From an optimization exercise on the open Yosys and OpenROAD flow, aimed at small area; shortcuts taken in it are not production practice. In this exercise RTL edits were held to simulation tests only and were not proved equivalent to the original. Power figures rest on the tool's default switching activity, not on a simulated workload.

<file path="flow/config.mk">
export PLATFORM = sky130hd
export DESIGN_NAME = aska_npg
export DESIGN_NICKNAME = aska_npg
export VERILOG_FILES = /design/flow/design.v
export SDC_FILE = /design/flow/constraint.sdc
export NUM_CORES = 4
export LEC_CHECK = 0
export CAP_MARGIN = 20
export CORE_MARGIN = 2
export CORE_UTILIZATION = 40
export SLEW_MARGIN = 20
</file>
<file path="flow/constraint.sdc">
create_clock -name core_clock -period 10.0 [get_ports {clk}]
set_input_delay 2.0000 -clock core_clock [delete_from_list [all_inputs] [get_ports {clk}]]
set_output_delay 2.0000 -clock core_clock [all_outputs]
set_load 0.01 [all_outputs]
</file>
<file path="flow/design.v">
module aska_npg (
    input clk,
    input resetn,
    input [5:0] amplitude,
    input [11:0] freq,
    input [2:0] phaseDuration,
    input [5:0] ramp,
    input [9:0] ramp_factor,
    input [7:0] ON_time,
    input [9:0] OFF_time,
    input [31:0] electrode1,
    input [31:0] electrode2,
    input enable,
    output reg [31:0] up_switches,
    output reg [31:0] down_switches,
    output [5:0] DAC,
    output pulse_active);
reg [11:0] freq_count;
wire freq_count_ready = (freq_count == freq);
always @(posedge clk or negedge resetn) begin
    if (!resetn)
        freq_count <= 12'd0;
    else if (enable)
        freq_count <= (freq_count < freq) ? freq_count + 12'd1 : 12'd0;
end
reg pulse_start, pulse_aux;
reg [2:0] phase_up_count, phase_down_count;
reg phase_up_state, phase_down_state, phase_pause_ready;
always @(posedge clk or negedge resetn) begin
    if (!resetn) begin
        pulse_aux <= 1'b0;
        pulse_start <= 1'b0;
        phase_up_count <= 3'd0;
        phase_up_state <= 1'b0;
        phase_pause_ready <= 1'b0;
        phase_down_count <= 3'd0;
        phase_down_state <= 1'b0;
    end else begin
        pulse_aux <= freq_count_ready;
        pulse_start <= pulse_aux;
        phase_pause_ready <= (phase_up_count == phaseDuration);
        if (pulse_start) begin
            phase_up_state <= 1'b1;
            phase_up_count <= phase_up_count + 3'd1;
        end else if (phase_up_state) begin
            if (phase_up_count < phaseDuration) begin
                phase_up_count <= phase_up_count + 3'd1;
            end else begin
                phase_up_count <= 3'd0;
                phase_up_state <= 1'b0;
            end
        end
        if (phase_pause_ready) begin
            phase_down_state <= 1'b1;
            phase_down_count <= phase_down_count + 3'd1;
        end else if (phase_down_state) begin
            if (phase_down_count < phaseDuration) begin
                phase_down_count <= phase_down_count + 3'd1;
            end else begin
                phase_down_count <= 3'd0;
                phase_down_state <= 1'b0;
            end
        end
    end
end
always @(*) begin
    if (phase_up_state) begin
        up_switches = electrode1;
        down_switches = electrode2;
    end else if (phase_down_state) begin
        up_switches = electrode2;
        down_switches = electrode1;
    end else begin
        up_switches = 32'd0;
        down_switches = 32'd0;
    end
end
assign pulse_active = |up_switches;
parameter IDLE = 3'b000;
parameter UP   = 3'b001;
parameter ON   = 3'b011;
parameter DOWN = 3'b010;
parameter OFF  = 3'b110;
reg [2:0] on_off_ctrl;
reg [5:0] DAC_cont;
reg [9:0] count;         
reg [9:0] accumulator;   
wire s_idle = (on_off_ctrl == IDLE);
wire s_up   = (on_off_ctrl == UP);
wire s_on   = (on_off_ctrl == ON);
wire s_down = (on_off_ctrl == DOWN);
wire s_off  = (on_off_ctrl == OFF);
reg [9:0] limit;
always @(*) begin
    case (on_off_ctrl)
        UP, DOWN: limit = {4'd0, ramp};
        ON:       limit = {2'd0, ON_time};
        OFF:      limit = OFF_time;
        default:  limit = 10'd0;
    endcase
end
wire below = (count < limit);
wire ready = (count == limit);
always @(posedge clk or negedge resetn) begin
    if (!resetn) begin
        count <= 10'd0;
        accumulator <= 10'd0;
    end else if (!enable || !below) begin
        count <= 10'd0;
        accumulator <= 10'd0;
    end else if (freq_count_ready) begin
        count <= count + 10'd1;
        if (s_up || s_down)
            accumulator <= accumulator + ramp_factor;
    end
end
always @(posedge clk or negedge resetn) begin
    if (!resetn) begin
        on_off_ctrl <= IDLE;
        DAC_cont <= 6'd0;
    end else if (!enable) begin
        on_off_ctrl <= IDLE;
        if (s_idle)
            DAC_cont <= 6'd0;
    end else begin
        case (on_off_ctrl)
            IDLE: on_off_ctrl <= UP;
            UP:   if (ready) on_off_ctrl <= ON;
                  else DAC_cont <= accumulator[9:4];
            ON:   if (ready) on_off_ctrl <= DOWN;
                  else DAC_cont <= amplitude;
            DOWN: if (ready) on_off_ctrl <= OFF;
                  else DAC_cont <= amplitude - accumulator[9:4];
            OFF:  if (ready) on_off_ctrl <= UP;
                  else DAC_cont <= 6'd0;
            default: on_off_ctrl <= IDLE;
        endcase
    end
end
assign DAC = pulse_active ? DAC_cont : 6'd0;
endmodule
</file>
<file path="flow/run.sh">
#!/bin/bash
# synth_recipe.tcl (not shown) runs the flow's synth.tcl, then flattens the netlist and writes it again
# the make line also repeats each setting of config.mk as NAME=value (left out here)
make -C /OpenROAD-flow-scripts/flow DESIGN_CONFIG=/design/flow/config.mk WORK_HOME=/design/flow/orfs CLKGATE_MAP_FILE= SYNTH_SCRIPT=/design/flow/synth_recipe.tcl finish
</file>
==> results_dict.tcl, run 1 <==
set metrics [dict create \
    r2r-end "accumulator[2]" \
    async_flop_share_pct 100 \
    gp_congestion 0.920 \
    antenna_found_initial 0 \
    fill_cells 1027 \
    dp_hpwl_um 13400 \
    hp-class "reg2reg" \
    synthTopCellsByArea "dfrtp_1 (27%), a22o_1 (12%), ha_1 (12%)" \
    rsz0062_at_grt "false" \
    yosysWarnings 1 \
    layout_common_cells "clkdlybuf4s50_1 (191), a22o_1 (68), dfrtp_1 (51)" \
    power.share.switching_pct 39.9 \
    p_comb_share_pct 57.1 \
    post_cts_buffers 0 \
    rr_startpoint "on_off_ctrl[1]" \
    synth_top_area_share_pct 27.3 \
    avgSynthCellArea_um2 8.40 \
    fmax_ghz 0.161 \
    power.density_nw_per_um2 170 \
    final_antenna_net_count 0 \
    ff2ff_setup_slack_ns 6.48 \
    wl_per_cell_um 18.6 \
    finalHoldViolations 0 \
    synth.net_count 737 \
    cts_resized 0 \
    ios 193 \
    ff2ff_path_depth 9 \
    crit_start "electrode1[6]" \
    die_w_um 113 \
    path_cells "clkdlybuf4s50_1, nor4_1, nand4_1, o2bb2ai_1, a21boi_0, clkdlybuf4s50_1" \
    crit_path_start_kind "input pin" \
    leakagePower_nw 2.94 \
    critical_path_depth 6 \
    sequentialPowerShare_pct 26.3 \
    cp.arrival_ns 4.19 \
    ys_ff_latch 52 \
    tightest_slew_ns 0.722 \
    cp-endpoint "DAC[0]" \
    synth_simple_gate_area_share_pct 18.1 \
    cts_root_buf "clkbuf_16" \
    drt_wl_total_um 16500 \
    slew_viol_final 0 \
    end_kind "output port" \
    area_growth_pct 45.6 \
    synthAdderAreaFrac_pct 12.6 \
    synth-compound-area-share_pct 28.6 \
    cts_tree "built" \
    final_nets 911 \
    drt_iter0_drc 305 \
    min_path_cells 0 \
    h-tree-depth 2 \
    maxCapViolations 0 \
    drc 0 \
    critPathSlowestCell "clkdlybuf4s50_1" \
    clkTransAtPathRegs_ns 0.07 \
    vdd_drop_max_uv 114 \
    drt_pass1_iterations 22 \
    gr-total-overflow 0 \
    fp.coreArea_um2 11500 \
    grt_max_degree 63 \
    relSlewSlack_pct 51.4 \
    fin_skew_ns 0.00902 \
    num_rows 39 \
    cts.sinks 52 \
    critPathMostFrequentCell "clkdlybuf4s50_1" \
    clockPowerShare_pct 16.6 \
    postSynthCellCount 568 \
    drive_above_1_share_pct 3.23 \
    io_buffers 192 \
    start_util_pct 41.4 \
    fin_crit_sh_pct 61.9 \
    fin_setup_tns_ns 0 \
    crit_buf_inv 2 \
    cp_top_family "buffers and inverters" \
    crit_fanout 7 \
    postCtsHoldBufs 0 \
    setup_viol 0 \
    yosysTopAreaCell "dfrtp_1" \
    status "complete, no violations" \
    synth_top_flop_cell "dfrtp_1" \
    slowest_delay_ns 0.54 \
    ctsLongestPathBuffers 2 \
    p_sw_w 0.000471 \
    synth_edf_count 0 \
    num_antenna_cells 0 \
    synth_top_family_by_area "compound AO/OA/AOI/OAI gates" \
    ys_seq_area_share_pct 27.3 \
    required_ns 8.00 \
    grt_util_all_layers_pct 25.5 \
    critPathKind "in2out" \
    die-area_um2 12800 \
    synth_xor_area_share_pct 4.41 \
    netlist_area_um2 4770 \
    synth_cell_types 56 \
    muxShareOfSynthArea_pct 3.23 \
    power.internal_w 0.000710 \
    insertion_delay_ns 0.29 \
    die_y_um 113 \
    vias_per_cell 5.75 \
    grt_first_pass_wirelength_um 26100 \
    cts_buffers 5 \
    vias 5096 \
    mostFrequentLayoutCell "clkdlybuf4s50_1" \
    post-route-min-period_ns 6.19 \
    hold_ws_ns 0.370 \
    grt_pass1_vias 5014 \
]
==> routing by layer <==
metal	track usage, %	part of all wire, %	vias up
li1	-	-	2469
met1	30.4	40	2411
met2	46.7	50	185
met3	4.12	6.8	31
met4	8.21	3.3	0
met5	0	0	-
==> cells in the mapped netlist, types with 3 or more instances <==
cell type,number
xor2_1,14
nor3_1,7
a22oi_1,3
mux2_2,3
o21bai_1,3
buf_1,5
dfrtp_1,52
and2_1,3
a21o_1,7
nor2b_1,7
inv_1,39
nand2_1,43
a211oi_1,4
or3_1,3
nor4_1,16
nor2_1,39
nand3_1,25
ha_1,45
nand2b_1,4
xnor2_1,10
a21oi_1,41
mux2i_1,12
clkbuf_1,15
a31o_2,3
a21boi_0,8
buf_2,8
a22o_1,68
a31oi_1,4
nand4_1,15
and3_1,3
o21ai_0,22
o2111ai_1,3
o211ai_1,4
==> worst reg2reg max path, stage by stage (launching register included) <==
cell and delay [ns]:
dfrtp_1 0.77, nor2b_1 0.58, and2_1 0.41, nand2_1 0.13, ha_1 0.33, nand4_1 0.14
a211oi_1 0.09, a2111oi_4 0.46, nand2_4 0.24, a211oi_1 0.26
==> flip-flops by register name, indices dropped and copies added, names as in the netlist <==
name,flops
count,10
phase_down_count,3
accumulator,10
DAC_cont,6
pulse_aux,1
on_off_ctrl,3
phase_pause_ready,1
freq_count,12
phase_down_state,1
pulse_start,1
phase_up_state,1
phase_up_count,3
==> kinds of logic after synthesis <==
| logic type | count (synthesis) |
|---|---|
| adder cells (fa/ha/maj) | 47 |
| multiplexers | 15 |
| AND/OR/NAND/NOR | 174 |
| flip-flops | 52 |
| AO/OA/AOI/OAI | 187 |
| buffers and inverters | 69 |
| XOR/XNOR | 24 |
==> worst min-delay path by stage <==
| stage | start | endpoint | slack, ns |
|---|---|---|---|
| floorplan | pulse_aux | pulse_start | 0.33 |
| detailed placement | pulse_aux | pulse_start | 0.36 |
| global placement | pulse_aux | pulse_start | 0.36 |
| global route | pulse_aux | pulse_start | 0.37 |
| CTS | pulse_aux | pulse_start | 0.37 |
| finish | pulse_aux | pulse_start | 0.37 |
==> layout make-up <==
cell class	count	area [um^2]	area share, %
clock inverter	2	38.8	0.558
tap	143	179	2.58
clock buffer	6	129	1.86
sequential	52	1300	18.8
timing repair buffer	196	1950	28.0
inverter	40	150	2.16
multi-input combinational	447	3200	46.1
==> through the flow <==
stage / utilization [%] / worst slack, ns / area (um^2) / cells / power [W]
2_1_floorplan: - / 5.07 / 4770 / 568 / 0.000681
3_3_place_gp: 58.9 / 3.80 / 6780 / 878 / 0.000972
3_5_place_dp: 58.9 / 3.84 / 6780 / 878 / 0.000986
4_1_cts: 60.3 / 3.80 / 6950 / 886 / 0.00119
5_1_grt: 60.3 / 3.66 / 6950 / 886 / 0.00127
6_report: 60.3 / 3.81 / 6950 / 886 / 0.00118
==> power groups by stage <==
stage | sequential [W] | combinational [W] | clock (W)
after global routing | 0.000318 | 0.000737 | 0.000210
after CTS | 0.000310 | 0.000677 | 0.000203
final | 0.000311 | 0.000674 | 0.000197
after global placement | 0.000311 | 0.000661 | 0
after detailed placement | 0.000314 | 0.000673 | 0
after floorplan | 0.000279 | 0.000403 | 0
==> inputs of run 2 (changes only) <==
==> flow/flow/run.sh (new file) <==
#!/bin/bash
# Own layout flow: the standard ORFS flow with
#  - synthesis using an area-oriented ABC script and no half/full-adder
#    extraction (otherwise the standard synthesis script: same register
#    names and cells, -nofsm -noshare, flattened and renamed the same way);
#  - port buffers made with the smallest buffer, buf_1.
set -euo pipefail
W=$(pwd)
F=$W/flow

# Synthesis script: ORFS's synth.tcl with only the abc script replaced.
sed 's|^  log_cmd abc {\*}\$abc_args|  set abc_args [lreplace $abc_args 1 1 '"$F"'/area.abc]\n  log_cmd abc {*}$abc_args|' \
    "$FLOW_HOME/scripts/synth.tcl" > "$W/own_synth_core.tcl"
grep -q "$F/area.abc" "$W/own_synth_core.tcl"
sed "s|source \$::env(SCRIPTS_DIR)/synth.tcl|source $W/own_synth_core.tcl|" "$W/synth_recipe.tcl" > "$W/own_synth.tcl"
grep -q own_synth_core "$W/own_synth.tcl"

# standard.sh with the synthesis script swapped and adder mapping off.
sed -e "s|SYNTH_SCRIPT=[^ ]*|SYNTH_SCRIPT=$W/own_synth.tcl ADDER_MAP_FILE=|" "$W/standard.sh" > "$W/own_standard.sh"
grep -q own_synth.tcl "$W/own_standard.sh"

export BUFFER_PORTS_ARGS="-buffer_cell sky130_fd_sc_hd__buf_1"
bash "$W/own_standard.sh" > "$W/flow_make.log" 2>&1 || { tail -50 "$W/flow_make.log"; exit 1; }
tail -5 "$W/flow_make.log"
==> flow/flow/area.abc (new file) <==
&get -n
&st
&deepsyn -T 20
&put
dch -f
amap
==> flow/standard.sh (new file) <==
#!/bin/bash
# synth_recipe.tcl (not shown) runs the flow's synth.tcl, then flattens the netlist and writes it again
# the make line also repeats each setting of config.mk as NAME=value (left out here)
make -C /OpenROAD-flow-scripts/flow DESIGN_CONFIG=/design/flow/config.mk WORK_HOME=/design/flow/orfs CLKGATE_MAP_FILE= SYNTH_SCRIPT=/design/flow/synth_recipe.tcl "${@:-finish}"
removed: flow/run.sh
==> run 2 against run 1 <==
  * Fmax up 12%
  * Via count decreased by 12%
  * Core utilization down 8.9 points
  * Register-to-register slack got worse by 0.72 ns
  * Combinational power shrank 45%
  * Still clean on timing, DRC and antenna
  * Clock-buffer cell count down 1
  * Critical endpoint is now DAC[5]
  * Hold slack worse by 0.0085 ns
  * Largest power group unchanged
  * Critical path type unchanged
==> results_dict.tcl, run 2 <==
set metrics [dict create \
    grt_max_degree 68 \
    rsz0062_at_grt "false" \
    die_w_um 100 \
    gp_congestion 0.827 \
    ctsLongestPathBuffers 2 \
    top_register "freq_count" \
    tightest_slew_ns 0.891 \
    p_total_w 0.000763 \
    start_util_pct 40.6 \
    clkTransAtPathRegs_ns 0.10 \
    wl_per_cell_um 13.0 \
    maxCapViolations 0 \
    drt_wl_total_um 10900 \
    netlist_area_um2 3700 \
    postCtsHoldBufs 0 \
    grt_util_all_layers_pct 21.0 \
    hp-class "reg2reg" \
    io_buffers 192 \
    synth_edf_count 0 \
    path_cells "buf_1, clkinv_1, o22ai_1, nor4_1, nand4_1, nor2_1, nor2_1, buf_1" \
    fin_crit_sh_pct 55.5 \
    status "complete, no violations" \
    crit_buf_inv 3 \
    grt_first_pass_wirelength_um 17300 \
    met3WireLength_um 818 \
    gr-total-overflow 0 \
    insertion_delay_ns 0.31 \
    vias 4461 \
    slowest_delay_ns 0.47 \
    end_kind "output port" \
    p_comb_share_pct 48.4 \
    fmax_ghz 0.180 \
    avgSynthCellArea_um2 7.05 \
    dp_hpwl_um 8690 \
    clockPowerShare_pct 16.8 \
    critical_path_depth 8 \
    fp.coreArea_um2 9110 \
    cp.arrival_ns 3.55 \
    synth.net_count 647 \
    power.density_nw_per_um2 163 \
    ys_ff_latch 52 \
    die-area_um2 10000 \
    mostFrequentLayoutCell "buf_1" \
    setup_viol 0 \
    synth_cell_types 35 \
    pre_cts_slack_ns 4.42 \
    die_y_um 100 \
    async_flop_share_pct 100 \
    yosysWarnings 1 \
    synth_commonest_cells "clkinv_1 (122), o22ai_1 (83), nor2_1 (73), dfrtp_1 (52), nand2_1 (38)" \
    synth_top_area_share_pct 35.2 \
    ios 193 \
    critPathSlowestCell "nor4_1" \
    cts_root_buf "clkbuf_8" \
    cts.sinks 52 \
    largest_reg_flops 12 \
    post_cts_buffers 0 \
    synth_top_flop_cell "dfrtp_1" \
    drc 0 \
    met1_length_um 4560 \
    largest_registers "freq_count: 12 flops, accumulator: 10 flops, count: 10 flops" \
    num_rows 35 \
    slew_viol_final 0 \
    yosysTopAreaCell "dfrtp_1" \
    vias_per_cell 5.32 \
    power.share.switching_pct 44.3 \
    layout_common_cells "buf_1 (191), clkinv_1 (122), o22ai_1 (83)" \
    crit_path_start_kind "input pin" \
    cts_buffers 5 \
    ys_seq_area_share_pct 35.2 \
    cp_top_family "simple AND/OR/NAND/NOR gates" \
    antenna_found_initial 0 \
    leakagePower_nw 1.73 \
    vdd_drop_max_uv 83.6 \
    yosysMostFrequentCell "clkinv_1" \
    drt_pass1_iterations 5 \
    crit_fanout 7 \
    fin_ws_ns 4.45 \
    cts_tree "built" \
    p_sw_w 0.000338 \
    wl_met2_um 5370 \
    sequentialPowerShare_pct 34.8 \
    hold_ws_ns 0.362 \
    area_growth_pct 26.6 \
    fin_setup_tns_ns 0 \
    finalHoldViolations 0 \
    synthTopCellsByArea "dfrtp_1 (35%), o22ai_1 (14%), clkinv_1 (12%)" \
    drive_above_1_share_pct 1.79 \
    post-route-min-period_ns 5.55 \
    h-tree-depth 2 \
    final_antenna_net_count 0 \
    fin_skew_ns 0.00483 \
    postPlaceCellArea_um2 4580 \
    relSlewSlack_pct 40.6 \
    cts_resized 0 \
    grt_pass1_vias 3849 \
    required_ns 8.00 \
    final_nets 848 \
    power.internal_w 0.000425 \
    min_path_cells 0 \
    postSynthCellCount 525 \
    ff2ff_path_depth 14 \
    fin_area_um2 4680 \
    num_antenna_cells 0 \
    critPathKind "in2out" \
    drt_iter0_drc 253 \
    routed.top_layer "met4" \
]
## run 2: cells by family after synthesis
family	after synthesis	share of synthesized area, %
AO/OA/AOI/OAI	192	33.5
flip-flops	52	35.2
AND/OR/NAND/NOR	159	18.9
buffers and inverters	122	12.4
## run 2: metal layers
metal  GRT usage (%)  vias to the layer above
met3            3.27                       11
met1            26.0                     2008
met4            4.95                        0
met5               0                        -
met2            38.0                      140
li1                -                     2302
## run 2: worst paths after layout
kind,start,endpoint,slack [ns]
hold / removal,pulse_aux,pulse_start,0.36
setup reg to reg,on_off_ctrl[1],DAC_cont[0],5.76
setup / recovery,electrode2[9],DAC[5],4.45
hold reg to reg,pulse_aux,pulse_start,0.36
max in group asynchronous,resetn,count[8],7.78
min in group asynchronous,resetn,phase_down_count[1],1.79
## run 2: layout make-up
type / count / area (um^2)
Clock buffer: 5 / 68.8
Clock inverter: 3 / 26.3
Fill cell: 932 / 4430
Inverter: 122 / 458
Multi-Input combinational cell: 351 / 1950
Sequential cell: 52 / 1300
Tap cell: 111 / 139
Timing Repair Buffer: 194 / 737
## run 2: metrics by stage
stage / util [%] / instances
floorplan: - / 525
global placement: 50.3 / 830
detailed placement: 50.3 / 830
CTS: 51.3 / 838
global route: 51.4 / 838
finish: 51.4 / 838
## run 2: power groups by stage
stage | clock network, W | logic, W | registers (W)
after detailed placement | 0 | 0.000370 | 0.000269
after floorplan | 0 | 0.000244 | 0.000264
final | 0.000128 | 0.000369 | 0.000265
after global placement | 0 | 0.000364 | 0.000269
after global routing | 0.000142 | 0.000413 | 0.000271
after CTS | 0.000133 | 0.000371 | 0.000265
==> inputs of run 3 (changes only) <==
==> flow/flow/area.abc (replaced) <==
&get -n
&st
&deepsyn -I 4 -T 60
&nf -R 1000 -a -p
&put
==> run 3 against run 2 <==
  * Clock power up 13%
  * Core utilization up 1.6 points
  * Synthesized area down 1.9%
  * Power up 3.9%
  * Fmax down 2.1%
  * Global-route usage up 1.3 points
  * Worst setup slack worse by 0.12 ns
  * Sequential share of layout area up 0.31 points
  * Largest power group unchanged
==> results_dict.tcl, run 3 <==
set metrics [dict create \
    status "complete, no violations" \
    synthTopCellsByArea "dfrtp_1 (36%), a22o_1 (16%), nor2_1 (4.0%)" \
    grt_first_pass_wirelength_um 17900 \
    rr_startpoint "on_off_ctrl[1]" \
    largest_reg_flops 12 \
    synth_commonest_cells "a22o_1 (67), dfrtp_1 (52), nor2_1 (39), clkinv_1 (28), nand2_1 (22)" \
    cts.sinks 52 \
    die_y_um 99.3 \
    ctsLongestPathBuffers 2 \
    drive_above_1_share_pct 2.28 \
    hold_start "pulse_aux" \
    avgSynthCellArea_um2 8.85 \
    ios 193 \
    postPlaceCellArea_um2 4510 \
    rsz0062_at_grt "false" \
    h-tree-depth 2 \
    grt_util_all_layers_pct 22.3 \
    post-route-min-period_ns 5.66 \
    layout.cells.non_filler 721 \
    slew_viol_final 0 \
    critPathMostFrequentCell "buf_1" \
    largest_registers "freq_count: 12 flops, accumulator: 10 flops, count: 10 flops" \
    hp-class "reg2reg" \
    gp_congestion 0.915 \
    synth.net_count 532 \
    numPlacedInstances 712 \
    gr-total-overflow 0 \
    synth_edf_count 0 \
    mostFrequentLayoutCell "buf_1" \
    fin_area_um2 4640 \
    clkTransAtPathRegs_ns 0.10 \
    ys_ff_latch 52 \
    path_cells "buf_1, a22o_1, nor4_1, nand4_1, or2_0, and2_0, buf_1" \
    postSynthCellCount 410 \
    fill_cells 876 \
    critPathSlowestCell "nor4_1" \
    cts_root_buf "clkbuf_8" \
    grt_max_degree 69 \
    netlist_area_um2 3630 \
    fp.coreArea_um2 8760 \
    ff2ff_setup_slack_ns 5.39 \
    synthAdderAreaFrac_pct 1.10 \
    drc 0 \
    end_kind "output port" \
    power.density_nw_per_um2 171 \
    p_total_w 0.000793 \
    leakagePower_nw 1.84 \
    setup_viol 0 \
    yosysTopAreaCell "dfrtp_1" \
    io_buffers 192 \
    synth_simple_gate_area_share_pct 19.4 \
    insertion_delay_ns 0.31 \
    grt_pass1_vias 3739 \
    postCtsHoldBufs 0 \
    synth_cell_types 44 \
    drt_iter0_drc 168 \
    crit_buf_inv 2 \
    synth-compound-area-share_pct 34.5 \
    antenna_found_initial 0 \
    cp.arrival_ns 3.66 \
    maxCapViolations 0 \
    holdPathEnd "pulse_start" \
    die_w_um 99.3 \
    synth_xor_area_share_pct 6.27 \
    ff2ff_path_depth 14 \
    num_rows 34 \
    top_register "freq_count" \
    layout_common_cells "buf_1 (191), a22o_1 (67), dfrtp_1 (51)" \
    fin_skew_ns 0.0121 \
    slowest_delay_ns 0.46 \
    regArea_um2 1310 \
    ys_seq_area_share_pct 35.8 \
    critPathKind "in2out" \
    synth_top_area_share_pct 35.8 \
    finalHoldViolations 0 \
    vias 4089 \
    multi_input_area_um2 2230 \
    crit_fanout 7 \
    dp_hpwl_um 9150 \
    required_ns 8.00 \
    post_cts_buffers 0 \
    relSlewSlack_pct 47.2 \
    drt_wl_total_um 11500 \
    final_antenna_net_count 0 \
    tightest_slew_ns 0.785 \
    vdd_drop_max_uv 89.2 \
    die-area_um2 9850 \
    synth_top_flop_cell "dfrtp_1" \
    fmax_ghz 0.177 \
    min_path_cells 0 \
    cts_resized 0 \
    fin_crit_sh_pct 56.6 \
    wl_per_cell_um 15.9 \
    yosysWarnings 1 \
    crit_path_start_kind "input pin" \
    async_flop_share_pct 100 \
    synth_top_family_by_area "compound AO/OA/AOI/OAI gates" \
    crit_start "electrode1[18]" \
    num_antenna_cells 0 \
    drt_pass1_iterations 6 \
    area_growth_pct 28.0 \
    yosysMostFrequentCell "a22o_1" \
    final_nets 734 \
    final_util_pct 53.0 \
    vias_per_cell 5.67 \
    start_util_pct 41.4 \
    critical_path_depth 7 \
    cp_top_family "simple AND/OR/NAND/NOR gates" \
    muxShareOfSynthArea_pct 0 \
    fin_setup_tns_ns 0 \
    cts_buffers 5 \
    cts_tree "built" \
    r2r-end "DAC_cont[0]" \
]
run 3: per-stage QoR:
| step | worst slack (ns) | hold WS (ns) |
|---|---|---|
| detailed placement | 4.33 | 0.350 |
| floorplan | 3.66 | 0.331 |
| global placement | 4.37 | 0.334 |
| finish | 4.34 | 0.371 |
| CTS | 4.32 | 0.375 |
| global route | 4.21 | 0.388 |
run 3: worst max-delay path by stage:
stage	slack (ns)	to
after floorplan	3.66	DAC[0]
after global placement	4.37	DAC[0]
after detailed placement	4.33	DAC[1]
after CTS	4.32	DAC[1]
after global routing	4.21	DAC[2]
final	4.34	DAC[0]
run 3: layer usage:
metal | vias to the layer above | routed length [um] | GRT usage, %
met5 | - | 0 | 0
li1 | 2011 | - | -
met2 | 132 | 5870 | 42.4
met4 | 0 | 303 | 6.32
met1 | 1923 | 4530 | 25.4
met3 | 23 | 780 | 3.87
run 3: layout make-up:
type,count,area share (%)
multi-input combinational,330,48.0
sequential,52,28.1
timing repair buffer,195,16.3
tap,108,2.91
inverter,28,2.26
clock buffer,5,1.48
clock inverter,3,0.916
run 3: logic make-up (layout without fill, tap and decap cells):
| family | Yosys count | in the layout |
|---|---|---|
| simple gates | 137 | 137 |
| xor+xnor | 26 | 26 |
| compound gates | 163 | 163 |
| flops | 52 | 52 |
| buf+inv | 28 | 231 |
| fa+ha+maj | 4 | 4 |
run 3: power by group:
part / internal, W / total, W / switching [W] / leakage (nW)
sequential: 0.000238 / 0.000264 / 0.0000257 / 0.703
clock: 0.0000742 / 0.000145 / 0.0000711 / 0.0541
combinational: 0.000158 / 0.000383 / 0.000226 / 1.08
run 3: worst register-to-register path: stages (launching register included):
cell and delay, ns:
dfrtp_1 0.40, clkinv_1 0.26, nor2_1 0.49, nor2_1 0.27, a222oi_1 0.45, and2_0 0.22
nor3_1 0.06, o21ai_0 0.19, o221ai_1 0.14, a2111oi_0 0.54, and4_1 0.30, nand3b_1 0.22
a21boi_0 0.67, a211oi_1 0.11, a21o_1 0.19
==> inputs of run 4 (changes only) <==
--- a/flow/design.v
+++ b/flow/design.v
@@ -15,13 +15,32 @@
     output reg [31:0] down_switches,
     output [5:0] DAC,
     output pulse_active);
+function [11:0] inc12(input [11:0] a);
+    integer i; reg c;
+    begin
+        c = 1'b1;
+        for (i = 0; i < 12; i = i + 1) begin
+            inc12[i] = a[i] ^ c;
+            c = c & a[i];
+        end
+    end
+endfunction
+function lt12(input [11:0] a, input [11:0] b);
+    integer i; reg l;
+    begin
+        l = 1'b0;
+        for (i = 0; i < 12; i = i + 1)
+            l = (~a[i] & b[i]) | (l & (~a[i] | b[i]));
+        lt12 = l;
+    end
+endfunction
 reg [11:0] freq_count;
 wire freq_count_ready = (freq_count == freq);
 always @(posedge clk or negedge resetn) begin
     if (!resetn)
         freq_count <= 12'd0;
     else if (enable)
-        freq_count <= (freq_count < freq) ? freq_count + 12'd1 : 12'd0;
+        freq_count <= lt12(freq_count, freq) ? inc12(freq_count) : 12'd0;
 end
 reg pulse_start, pulse_aux;
 reg [2:0] phase_up_count, phase_down_count;
@@ -99,7 +118,7 @@
         default:  limit = 10'd0;
     endcase
 end
-wire below = (count < limit);
+wire below = lt12({2'd0, count}, {2'd0, limit});
 wire ready = (count == limit);
 always @(posedge clk or negedge resetn) begin
     if (!resetn) begin
@@ -109,7 +128,7 @@
         count <= 10'd0;
         accumulator <= 10'd0;
     end else if (freq_count_ready) begin
-        count <= count + 10'd1;
+        count <= inc12({2'd0, count});
         if (s_up || s_down)
             accumulator <= accumulator + ramp_factor;
     end
--- a/flow/flow/run.sh
+++ b/flow/flow/run.sh
@@ -19,6 +19,8 @@
 sed -e "s|SYNTH_SCRIPT=[^ ]*|SYNTH_SCRIPT=$W/own_synth.tcl ADDER_MAP_FILE=|" "$W/standard.sh" > "$W/own_standard.sh"
 grep -q own_synth.tcl "$W/own_standard.sh"
 
+# Clock tree: one cluster for all registers, no dummy loads.
+export CTS_ARGS="-buf_list sky130_fd_sc_hd__clkbuf_8 -root_buf sky130_fd_sc_hd__clkbuf_8 -sink_clustering_enable -sink_clustering_size 64 -sink_clustering_max_diameter 400 -dont_use_dummy_load -repair_clock_nets"
 export BUFFER_PORTS_ARGS="-buffer_cell sky130_fd_sc_hd__buf_1"
 bash "$W/own_standard.sh" > "$W/flow_make.log" 2>&1 || { tail -50 "$W/flow_make.log"; exit 1; }
 tail -5 "$W/flow_make.log"
==> flow/flow/area.abc (replaced) <==
&get -n
&st
&deepsyn -I 4 -T 60
&dch -f
&nf -R 1000 -a -p
&put
==> run 4 against run 3 <==
  * Clock skew increased by 0.0021 ns
  * First-iteration DRC count decreased by 13%
  * Power increased by 19%
  * Synthesized cell count increased by 3.4%
  * Largest cell class unchanged
  * Hold slack got worse by 0.012 ns
  * Highest routed layer unchanged
  * Fmax increased by 2.1%
  * Critical endpoint is now DAC[2]
==> results_dict.tcl, run 4 <==
set metrics [dict create \
    status "complete, no violations" \
    postSynthCellCount 424 \
    postCtsHoldBufs 0 \
    drc 0 \
    fill_cells 896 \
    ys_seq_area_share_pct 36.2 \
    synthAdderAreaFrac_pct 0.836 \
    muxShareOfSynthArea_pct 0.592 \
    io_buffers 192 \
    ctsLongestPathBuffers 2 \
    critPathKind "in2out" \
    relSlewSlack_pct 38.3 \
    slowest_delay_ns 0.36 \
    p_comb_share_pct 54.1 \
    fin_ws_ns 4.45 \
    h-tree-depth 2 \
    start_util_pct 41.2 \
    synth_top_area_share_pct 36.2 \
    cts_tree "built" \
    gp_congestion 0.951 \
    finalHoldViolations 0 \
    setup_viol 0 \
    fp.coreArea_um2 8720 \
    fin_setup_tns_ns 0 \
    netlist_area_um2 3590 \
    rsz0062_at_grt "false" \
    area_growth_pct 26.7 \
    largest_reg_flops 12 \
    p_total_w 0.000943 \
    insertion_delay_ns 0.30 \
    synth_commonest_cells "a22o_1 (67), dfrtp_1 (52), nor2_1 (46), a21oi_1 (36), nand2_1 (36)" \
    power.density_nw_per_um2 207 \
    yosysWarnings 1 \
    drt_pass1_iterations 4 \
    synth_top_flop_cell "dfrtp_1" \
    clockPowerShare_pct 11.1 \
    grt_pass1_vias 3856 \
    synth.net_count 546 \
    ios 193 \
    fin_crit_sh_pct 55.5 \
    synth-compound-area-share_pct 35.7 \
    largest_registers "freq_count: 12 flops, accumulator: 10 flops, count: 10 flops" \
    top_register "freq_count" \
    crit_buf_inv 2 \
    cp.arrival_ns 3.55 \
    leakagePower_nw 1.84 \
    wl_per_cell_um 15.0 \
    p_sw_w 0.000429 \
    die-area_um2 9750 \
    yosysTopAreaCell "dfrtp_1" \
    cts_resized 0 \
    synth_cell_types 43 \
    yosysMostFrequentCell "a22o_1" \
    final_util_pct 52.2 \
    crit_fanout 7 \
    sequentialPowerShare_pct 34.8 \
    drt_iter0_drc 147 \
    cp_top_family "simple AND/OR/NAND/NOR gates" \
    path_cells "buf_1, a22o_1, nor4_1, nand4_1, or2_0, and2_0, buf_1" \
    num_antenna_cells 0 \
    slew_viol_final 0 \
    required_ns 8.00 \
    antenna_found_initial 0 \
    avgSynthCellArea_um2 8.47 \
    gr-total-overflow 0 \
    grt_util_all_layers_pct 21.9 \
    synth_xor_area_share_pct 2.44 \
    num_rows 34 \
    final_nets 748 \
    dp_hpwl_um 8730 \
    cts_buffers 5 \
    regArea_um2 1310 \
    crit_path_start_kind "input pin" \
    post_cts_buffers 0 \
    vdd_drop_max_uv 89.9 \
    cts.sinks 52 \
    critPathMostFrequentCell "buf_1" \
    fin_skew_ns 0.0142 \
    critPathSlowestCell "or2_0" \
    mostFrequentLayoutCell "buf_1" \
    fmax_ghz 0.180 \
    async_flop_share_pct 100 \
    grt_first_pass_wirelength_um 17700 \
    post-route-min-period_ns 5.55 \
    vias 4111 \
    vias_per_cell 5.62 \
    power.internal_w 0.000514 \
    hp-class "reg2reg" \
    die_w_um 98.8 \
    tightest_slew_ns 0.912 \
    clkTransAtPathRegs_ns 0.09 \
    synth_simple_gate_area_share_pct 21.9 \
    multi_input_area_um2 2220 \
    ys_ff_latch 52 \
    maxCapViolations 0 \
    hold_ws_ns 0.359 \
    drive_above_1_share_pct 1.76 \
    power.share.switching_pct 45.5 \
    synth_edf_count 0 \
    end_kind "output port" \
    die_y_um 98.8 \
    layout_common_cells "buf_1 (191), a22o_1 (67), dfrtp_1 (51)" \
    drt_wl_total_um 11000 \
    grt_max_degree 69 \
    synthTopCellsByArea "dfrtp_1 (36%), a22o_1 (16%), a21oi_1 (5.0%)" \
    synth_top_family_by_area "compound AO/OA/AOI/OAI gates" \
    final_antenna_net_count 0 \
    cts_root_buf "clkbuf_8" \
    pre_cts_slack_ns 4.28 \
]
## run 4: cell types whose count changed in the layout (fill, tap and decap cells not counted), moves of 9 or more
cell / before / now
a21oi_1: 19 / 36
nand2_1: 22 / 36
xor2_1: 12 / 1
nor2b_1: 13 / 4
## run 4: path summary, 6_finish.rpt
path / start / endpoint / slack, ns / cells past startpoint
min reg2reg: pulse_aux / pulse_start / 0.36 / 0
min: pulse_aux / pulse_start / 0.36 / 0
min in group asynchronous: resetn / freq_count[3] / 1.81 / 2
max reg2reg: freq_count[0] / count[8] / 5.90 / 15
max in group asynchronous: resetn / phase_up_state / 7.69 / 2
max: electrode1[14] / DAC[2] / 4.45 / 7
## run 4: logic make-up (layout without fill, tap and decap cells)
kind of cell             Yosys count  in the layout
flip-flops                        52             52
adder cells (fa/ha/maj)            3              3
multiplexers                       2              2
buffers and inverters             22            222
AO/OA/AOI/OAI                    175            175
AND/OR/NAND/NOR                  160            160
XOR/XNOR                          10             10
## run 4: through the flow
step,instance area (um^2),std cells
global route,4550,732
CTS,4550,732
finish,4550,732
global placement,4480,727
floorplan,3590,424
detailed placement,4480,727
## run 4: layout make-up
cell class / instances / share of cell area [%]
clock buffers: 5 / 1.51
inverters: 22 / 1.81
repair buffers: 195 / 16.4
flip-flops and latches: 52 / 28.7
well taps: 108 / 2.97
multi-input cells: 350 / 48.7
## run 4: power groups by stage
stage | Sequential [W] | Combinational (W) | Clock (W)
finish | 0.000328 | 0.000510 | 0.000105
global route | 0.000336 | 0.000566 | 0.000119
CTS | 0.000325 | 0.000514 | 0.000111
detailed placement | 0.000329 | 0.000512 | 0
global placement | 0.000327 | 0.000507 | 0
floorplan | 0.000306 | 0.000359 | 0
## run 4: routing by layer
layer | up-vias | track usage (%) | part of all wire (%)
met5 | - | 0 | 0
met4 | 0 | 6.85 | 2.6
met3 | 23 | 3.05 | 5.6
met2 | 147 | 39.5 | 50
met1 | 1897 | 27.0 | 42
li1 | 2044 | - | -
==> inputs of run 5 (changes only) <==
--- a/flow/config.mk
+++ b/flow/config.mk
@@ -5,7 +5,7 @@
 export SDC_FILE = /design/flow/constraint.sdc
 export NUM_CORES = 4
 export LEC_CHECK = 0
-export CAP_MARGIN = 20
+export CAP_MARGIN = 0
 export CORE_MARGIN = 2
 export CORE_UTILIZATION = 40
-export SLEW_MARGIN = 20
+export SLEW_MARGIN = 0
==> run 5 against run 4 <==
  * Largest cell class unchanged
  * Critical path depth unchanged
  * Sequential power barely moved
  * Sequential share of layout area barely moved
  * Worst setup slack improved by 0.0063 ns
  * Synthesized area is the same
  * Fmax increased by 0.11%
  * Via count shrank 0.32%
  * Routed wire length down 0.44%
  * Synthesized cell count unchanged
==> results_dict.tcl, run 5 <==
set metrics [dict create \
    synth-compound-area-share_pct 35.7 \
    synth_commonest_cells "a22o_1 (67), dfrtp_1 (52), nor2_1 (46), a21oi_1 (36), nand2_1 (36)" \
    cts_resized 0 \
    rsz0062_at_grt "false" \
    crit_path_start_kind "input pin" \
    gr-total-overflow 0 \
    final_nets 748 \
    synth_top_area_share_pct 36.2 \
    tightest_slew_ns 1.10 \
    cts.sinks 52 \
    status "complete, no violations" \
    post-route-min-period_ns 5.54 \
    num_antenna_cells 0 \
    cp.arrival_ns 3.54 \
    synth_cell_types 43 \
    power.internal_w 0.000514 \
    grt_first_pass_wirelength_um 17700 \
    p_sw_w 0.000428 \
    slew_viol_final 0 \
    power.share.switching_pct 45.5 \
    synth_edf_count 0 \
    drt_pass1_iterations 5 \
    postPlaceCellArea_um2 4480 \
    fill_cells 897 \
    num_rows 34 \
    grt_util_all_layers_pct 21.9 \
    final_antenna_net_count 0 \
    postSynthCellCount 424 \
    async_flop_share_pct 100 \
    antenna_found_initial 0 \
    cts_root_buf "clkbuf_8" \
    gp_congestion 0.951 \
    largest_registers "freq_count: 12 flops, accumulator: 10 flops, count: 10 flops" \
    synthAdderAreaFrac_pct 0.836 \
    netlist_area_um2 3590 \
    end_kind "output port" \
    synth_xor_area_share_pct 2.44 \
    regArea_um2 1300 \
    h-tree-depth 2 \
    sequentialPowerShare_pct 34.7 \
    numPlacedInstances 727 \
    ys_ff_latch 52 \
    fin_area_um2 4550 \
    ys_seq_area_share_pct 36.2 \
    avgSynthCellArea_um2 8.47 \
    drt_wl_total_um 10900 \
    multi_input_area_um2 2220 \
    start_util_pct 41.2 \
    layout_common_cells "buf_1 (191), a22o_1 (67), dfrtp_1 (51)" \
    die_w_um 98.8 \
    dp_hpwl_um 8730 \
    postCtsHoldBufs 0 \
    vias_per_cell 5.60 \
    wl_per_cell_um 14.9 \
    fin_setup_tns_ns 0 \
    grt_max_degree 69 \
    ios 193 \
    required_ns 8.00 \
    fin_crit_sh_pct 55.4 \
    final_util_pct 52.2 \
    critPathKind "in2out" \
    relSlewSlack_pct 26.7 \
    cts_tree "built" \
    hp-class "reg2reg" \
    vias 4098 \
    post_cts_buffers 0 \
    synth.net_count 546 \
    die_y_um 98.8 \
    clkTransAtPathRegs_ns 0.09 \
    largest_reg_flops 12 \
    synth_simple_gate_area_share_pct 21.9 \
    synth_top_family_by_area "compound AO/OA/AOI/OAI gates" \
    maxCapViolations 0 \
    insertion_delay_ns 0.30 \
    yosysWarnings 1 \
    vdd_drop_max_uv 89.9 \
    layout.cells.non_filler 732 \
    drc 0 \
    crit_fanout 7 \
    top_register "freq_count" \
    fin_skew_ns 0.0152 \
    synthTopCellsByArea "dfrtp_1 (36%), a22o_1 (16%), a21oi_1 (5.0%)" \
    p_total_w 0.000943 \
    finalHoldViolations 0 \
    mostFrequentLayoutCell "buf_1" \
    cts_buffers 5 \
    setup_viol 0 \
    yosysTopAreaCell "dfrtp_1" \
    synth_top_flop_cell "dfrtp_1" \
    muxShareOfSynthArea_pct 0.592 \
    area_growth_pct 26.6 \
    drt_iter0_drc 146 \
    p_comb_share_pct 54.1 \
    yosysMostFrequentCell "a22o_1" \
    drive_above_1_share_pct 1.76 \
    grt_pass1_vias 3856 \
    io_buffers 192 \
    ctsLongestPathBuffers 2 \
    die-area_um2 9750 \
    clockPowerShare_pct 11.2 \
    power.density_nw_per_um2 207 \
    fmax_ghz 0.180 \
    leakagePower_nw 1.84 \
    fp.coreArea_um2 8720 \
]
-- run 5: path summary, 6_finish.rpt --
kind                                 from              to  slack [ns]  cells past startpoint
hold reg to reg                 pulse_aux     pulse_start        0.36                      0
min in group asynchronous          resetn   freq_count[3]        1.81                      2
setup reg to reg            freq_count[0]        count[8]        5.89                     15
max in group asynchronous          resetn  phase_up_state        7.72                      2
setup / recovery           electrode1[14]          DAC[2]        4.46                      7
hold / removal                  pulse_aux     pulse_start        0.36                      0
-- run 5: cells by family (layout without fill, tap and decap cells) --
logic type               count (synthesis)  in the layout
AO/OA/AOI/OAI                          175            175
AND/OR/NAND/NOR                        160            160
flip-flops                              52             52
buffers and inverters                   22            222
XOR/XNOR                                10             10
adder cells (fa/ha/maj)                  3              3
multiplexers                             2              2
-- run 5: cell type report --
type,count,area share (%)
Inverter,22,1.82
Multi-Input combinational cell,350,48.7
Sequential cell,52,28.6
Timing Repair Buffer,195,16.4
Tap cell,108,2.97
Clock buffer,5,1.51
-- run 5: metal layers --
metal	GRT usage (%)	part of all wire, %	vias to the layer above
li1	-	-	2044
met1	27.0	42	1884
met2	39.5	50	147
met3	3.05	6.3	23
met4	6.85	2.5	0
met5	0	0	-
-- run 5: power groups by stage --
stage | clock network (W) | registers [W] | logic, W
6_report | 0.000106 | 0.000327 | 0.000510
5_1_grt | 0.000119 | 0.000336 | 0.000566
3_5_place_dp | 0 | 0.000329 | 0.000512
4_1_cts | 0.000111 | 0.000325 | 0.000514
2_1_floorplan | 0 | 0.000306 | 0.000359
3_3_place_gp | 0 | 0.000327 | 0.000507
-- run 5: metrics by stage --
step           setup slack, ns  hold WS, ns
6_report                  4.46        0.359
5_1_grt                   4.14        0.380
4_1_cts                   4.41        0.362
3_5_place_dp              4.28        0.339
3_3_place_gp              4.40        0.334
2_1_floorplan             3.67        0.331
-- run 5: worst max-delay path: stages --
cell and delay (ns):
buf_1 0.08, a22o_1 0.24, nor4_1 0.35, nand4_1 0.18
or2_0 0.35, and2_0 0.21, buf_1 0.13

[what the ideal ports hide]
The results above use ideal ports. As a check the final layouts listed here were re-extracted and re-timed, cells and wires unchanged. Step 1, drivers: a clkbuf_16 drives clk and a buf_2 each remaining input, both assumed. Step 2 adds t to the input delays and takes it off the output delays; t is the mean of the earliest and latest rising clock arrival at the registers after step 1. Input paths then give back, and output paths get back, about the clock's delay inside the block. Three values: ideal, step 1, step 2; two values: the first two.
run	shift t [ns]	setup WS [ns]	worst setup path after step 2	worst register clock-pin slew, ns	cell pins on the clock port's net
run 1	0.325	3.807 / 3.781 / 3.781	input to output	0.07 / 0.07	1
run 2	0.336	4.455 / 4.435 / 4.435	input to output	0.10 / 0.10	1
run 3	0.328	4.336 / 4.313 / 4.313	input to output	0.10 / 0.10	1
run 4	0.324	4.452 / 4.428 / 4.330	input to register	0.09 / 0.09	1
run 5	0.324	4.459 / 4.430 / 4.322	input to register	0.09 / 0.09	1
After both steps every run listed still meets setup and hold. The setup slack of run 5, which loses most, moves by -0.029 ns with the drivers and by -0.137 ns with both steps.
